What follows belongs to an exercise in optimizing a design on an open flow for small area, a short achievable clock period and few clock cycles per item; a production flow would make more cautious choices. In this exercise RTL edits were held to simulation tests only and were not proved equivalent to the original. No activity file was given, so power comes from the tool's default toggle rates.

==> flow/design.v (excerpt) <==
module bitty_core (
    input clk, reset, run,                   
    input [15:0] instruction,                
    output done,                             
    output [15:0] reg_s,                     
    output [15:0] alu_result                 
);
Settings: LEC_CHECK=0, ABC_AREA=1, CAP_MARGIN=20, CORE_MARGIN=2, CORE_UTILIZATION=55, CTS_BUF_LIST=sky130_fd_sc_hd__clkbuf_8, SLEW_MARGIN=20, SYNTH_HIERARCHICAL=1, SYNTH_MINIMUM_KEEP_SIZE=0; clock period 40.0 ns.
standard.sh (not shown) runs the stock make flow with config.mk's settings and CLKGATE_MAP_FILE= SYNTH_SCRIPT=/design/flow/synth_recipe.tcl, a recipe that flattens the netlist after the stock synthesis.
==> flow/flow/run.sh <==
#!/bin/bash
# Own layout flow: the standard ORFS flow (standard.sh) with these changes:
#  - synthesis maps the logic with an area-oriented abc script
#    (flow/abc_myarea.script) instead of ORFS's delay-oriented one; the
#    flip-flops, flattening and renaming are the standard flow's (synth_recipe.tcl);
#  - the port buffers that placement inserts are buf_2 cells;
#  - the extra ORFS make variables in flow/make_args.txt, if any (one per
#    line), are passed to every make call.
# Each tool's output goes to the logs under orfs/logs and to flow_*.log here.
set -euo pipefail
HERE=$(pwd)
rm -rf scripts_mod
cp -r "$FLOW_HOME/scripts" scripts_mod
cp flow/abc_myarea.script scripts_mod/
python3 flow/patch_synth.py scripts_mod/synth.tcl
EXTRA=""
if [[ -f flow/make_args.txt ]]; then
  while read -r line; do
    [[ -n "$line" ]] && EXTRA="$EXTRA '$line'"
  done < flow/make_args.txt
fi
# standard.sh with our scripts folder, port buffer cell and extra variables
# added to its make call
sed -e "s|make -C |make SCRIPTS_DIR=$HERE/scripts_mod 'BUFFER_PORTS_ARGS=-buffer_cell sky130_fd_sc_hd__buf_2' $EXTRA -C |" standard.sh > standard_mod.sh
grep -q "SCRIPTS_DIR=$HERE/scripts_mod" standard_mod.sh
bash standard_mod.sh synth > flow_synth.log 2>&1
bash standard_mod.sh > flow_layout.log 2>&1
test -f out/final.def
==> flow/flow/abc_myarea.script <==
strash
dch
map -a
topo
stime -c
==> flow/flow/make_args.txt <==
SETUP_SLACK_MARGIN=19.8
==> flow/flow/patch_synth.py <==
#!/usr/bin/env python3
"""Patch a copy of ORFS's synth.tcl so that abc maps with abc_myarea.script
(area-oriented mapping) instead of ORFS's delay-oriented abc script. Only the
abc call changes: flip-flop mapping, flattening and renaming are untouched."""
import sys
f = sys.argv[1]
t = open(f).read()
old = '  log_cmd abc {*}$abc_args\n'
assert t.count(old) == 1, "abc call not found"
new = '  log_cmd abc {*}[lreplace $abc_args 1 1 $::env(SCRIPTS_DIR)/abc_myarea.script]\n'
open(f, 'w').write(t.replace(old, new))
The first run produced a clean layout.
Testbench counts at the start, summed over its fixed seeds: cycles 14,932, instrs 12,000.
Edit:
==> flow/flow/fast_modules.txt (new file) <==
alu_slice prefix16
==> flow/flow/make_args.txt (replaced) <==
SETUP_SLACK_MARGIN=19.5
==> flow/flow/patch_synth.py (replaced) <==
#!/usr/bin/env python3
"""Patch a copy of ORFS's synth.tcl so that abc maps with abc_myarea.script
(area-oriented mapping) instead of ORFS's delay-oriented abc script, except
for the modules listed in fast_modules.txt (next to this file), which are
mapped first with ORFS's own script (the area-oriented call then finds no
logic left in them). Only the abc call changes: flip-flop mapping, flattening
and renaming are untouched."""
import os
import sys
f = sys.argv[1]
here = os.path.dirname(os.path.abspath(__file__))
fast = []
p = os.path.join(here, "fast_modules.txt")
if os.path.exists(p):
    fast = open(p).read().split()
t = open(f).read()
old = '  log_cmd abc {*}$abc_args\n'
assert t.count(old) == 1, "abc call not found"
area = '[lreplace $abc_args 1 1 $::env(SCRIPTS_DIR)/abc_myarea.script]'
if fast:
    sel = " ".join(fast)
    new = (f'  log_cmd abc {{*}}$abc_args {sel}\n'
           f'  log_cmd abc {{*}}{area}\n')
else:
    new = f'  log_cmd abc {{*}}{area}\n'
open(f, 'w').write(t.replace(old, new))
Result: The new run finished with timing, DRC and antenna clean; critical path depth falls by 6; sequential cell count stays the same; core utilization falls by 4.8 points; final area falls slightly; count of clock-buffer cells in the layout stays the same; sequential share of layout area rises by 0.40 points.
Edit:
==> flow/flow/patch_synth.py (replaced) <==
#!/usr/bin/env python3
"""Patch a copy of ORFS's synth.tcl so that abc maps with abc_myarea.script
(area-oriented mapping) instead of ORFS's delay-oriented abc script. Only the
abc call changes: flip-flop mapping, flattening and renaming are untouched."""
import sys
f = sys.argv[1]
t = open(f).read()
old = '  log_cmd abc {*}$abc_args\n'
assert t.count(old) == 1, "abc call not found"
new = '  log_cmd abc {*}[lreplace $abc_args 1 1 $::env(SCRIPTS_DIR)/abc_myarea.script]\n'
open(f, 'w').write(t.replace(old, new))
removed: flow/flow/fast_modules.txt
After rerunning: The changed run completed with no timing, DRC or antenna violations. Maximum frequency increases by 0.48%. Global-route usage goes down by 1.8 points. Sequential power stays flat. Total power is lower by 1.2%. Non-clock buffer count grows by 3. Register-to-register slack degrades by 0.30 ns. Routed wire length drops by 9.0%. Via count goes down by 4.3%. Core utilization goes up by 1.6 points. Worst setup slack gains 0.097 ns. Area after synthesis goes down by 4.6%.
Edit:
==> flow/flow/abc_myarea.script (replaced) <==
strash
&get -n
&st
&dch
&nf -R 1000
&put
topo
stime -c
Outcome: The new run ran to the end with no violations; worst setup slack got worse by 0.14 ns; register-to-register slack improved by 0.33 ns; die area is lower slightly; core utilization hardly moves; global-route usage is lower by 2.5 points; first-iteration DRC count is lower by about a fifth; cell area is lower slightly; power is lower by a few percent; via count is lower by roughly a tenth.

========
bitty_core again, from the RTL that the note above started with.
==> flow/config.mk <==
export PLATFORM = sky130hd
export DESIGN_NAME = bitty_core
export DESIGN_NICKNAME = bitty_core
export VERILOG_FILES = /design/flow/design.v
export SDC_FILE = /design/flow/constraint.sdc
export NUM_CORES = 4
export LEC_CHECK = 0
export ABC_AREA = 1
export CAP_MARGIN = 20
export CORE_MARGIN = 2
export CORE_UTILIZATION = 55
export CTS_BUF_LIST = sky130_fd_sc_hd__clkbuf_8
export SLEW_MARGIN = 20
export SYNTH_HIERARCHICAL = 1
export SYNTH_MINIMUM_KEEP_SIZE = 0
==> flow/constraint.sdc <==
create_clock -name core_clock -period 40.0 [get_ports {clk}]
set_input_delay 8.0000 -clock core_clock [delete_from_list [all_inputs] [get_ports {clk}]]
set_output_delay 8.0000 -clock core_clock [all_outputs]
set_load 0.01 [all_outputs]
==> flow/flow/abc_myarea.script <==
strash
dch
map -a
topo
stime -c
==> flow/flow/make_args.txt <==
SETUP_SLACK_MARGIN=20.2
==> flow/flow/patch_synth.py <==
#!/usr/bin/env python3
"""Patch a copy of ORFS's synth.tcl so that abc maps with abc_myarea.script
(area-oriented mapping) instead of ORFS's delay-oriented abc script. Only the
abc call changes: flip-flop mapping, flattening and renaming are untouched."""
import sys
f = sys.argv[1]
t = open(f).read()
old = '  log_cmd abc {*}$abc_args\n'
assert t.count(old) == 1, "abc call not found"
new = '  log_cmd abc {*}[lreplace $abc_args 1 1 $::env(SCRIPTS_DIR)/abc_myarea.script]\n'
open(f, 'w').write(t.replace(old, new))
Scripts as last shown in full above: flow/flow/run.sh
The baseline completed with no timing, DRC or antenna violations.
Testbench counts at the start, summed over its fixed seeds: cycles 14,932, instrs 12,000.
Rerun with:
==> flow/flow/abc_myarea.script (replaced) <==
strash
dch
amap
topo
stime -c
==> flow/flow/make_args.txt (replaced) <==
SETUP_SLACK_MARGIN=19.5
Die area decreases by 1.1%.
Final area decreases by 11%.
Setup slack is worse by 400 ps.
Wire length decreases by 6.0%.
Power decreases by 7.2%.
Rerun with:
==> flow/flow/abc_myarea.script (replaced) <==
strash
dch
map -a
topo
stime -c
PLACE_DENSITY = 0.7   (was default)
Combinational power went up by 6.4%.
Final area came out higher by 3.9%.
Flip-flop and latch count is unchanged.
Wire length increases by 4.9%.
Global-route usage rises by 1.5 points.
Clock-buffer cell count goes up by 1.
Worst setup slack gets worse by 94 ps.
Rerun with:
CORE_UTILIZATION = 68   (was 55)
PLACE_DENSITY = default   (was 0.7)
What happened: Flip-flop and latch count stays the same. Critical path depth went down by 1. Global-route usage goes up by 5.8 points. Clock-buffer cell count went down by 1. Utilization climbs by 13 points.

[afterwards: timing with drivers on the ports]
Ports are ideal in the flow. The routed layouts listed here were re-timed in OpenROAD. Step 1 assumes that a clkbuf_16 drives the clock port and a buf_2 every other input. Step 2 adds t to the input delays and takes it off the output delays; t is the mean of the earliest and latest rising clock arrival at the registers after step 1. Input paths then give back, and output paths get back, about the clock's delay inside the block. a / b / c = ideal / step 1 / step 2; a / b = the first two.
| run | t, ns | setup WS [ns] | worst hold slack (ns) | worst setup path at the end | slew at the worst register clock pin (ns) |
|---|---|---|---|---|---|
| the first run of note 1 | 0.502 | 19.914 / 19.895 / 19.546 | 0.533 / 0.533 / 0.533 | input to register | 0.12 / 0.12 |
| the second run of note 1 | 0.502 | 19.681 / 19.653 / 19.653 | 0.561 / 0.561 / 0.561 | input to output | 0.11 / 0.11 |
| the third run of note 1 | 0.516 | 19.778 / 19.757 / 19.722 | 0.538 / 0.538 / 0.538 | input to register | 0.10 / 0.10 |
| the fourth run of note 1 | 0.522 | 19.636 / 19.618 / 19.618 | 0.497 / 0.497 / 0.497 | input to output | 0.11 / 0.11 |
| the first run of note 2 | 0.500 | 20.080 / 20.012 / 19.941 | 0.549 / 0.549 / 0.549 | input to register | 0.10 / 0.10 |
| the second run of note 2 | 0.519 | 19.678 / 19.655 / 19.533 | 0.532 / 0.532 / 0.532 | input to register | 0.11 / 0.11 |
| the third run of note 2 | 0.516 | 19.584 / 19.561 / 19.181 | 0.537 / 0.537 / 0.537 | input to register | 0.10 / 0.10 |
| the fourth run of note 2 | 0.486 | 19.659 / 19.639 / 19.539 | 0.538 / 0.538 / 0.538 | input to register | 0.10 / 0.10 |
After both steps setup and hold are still met in every run listed. For the third run of note 2, which loses most, drivers alone change the setup slack by -0.023 ns; drivers and shift together by -0.403 ns.
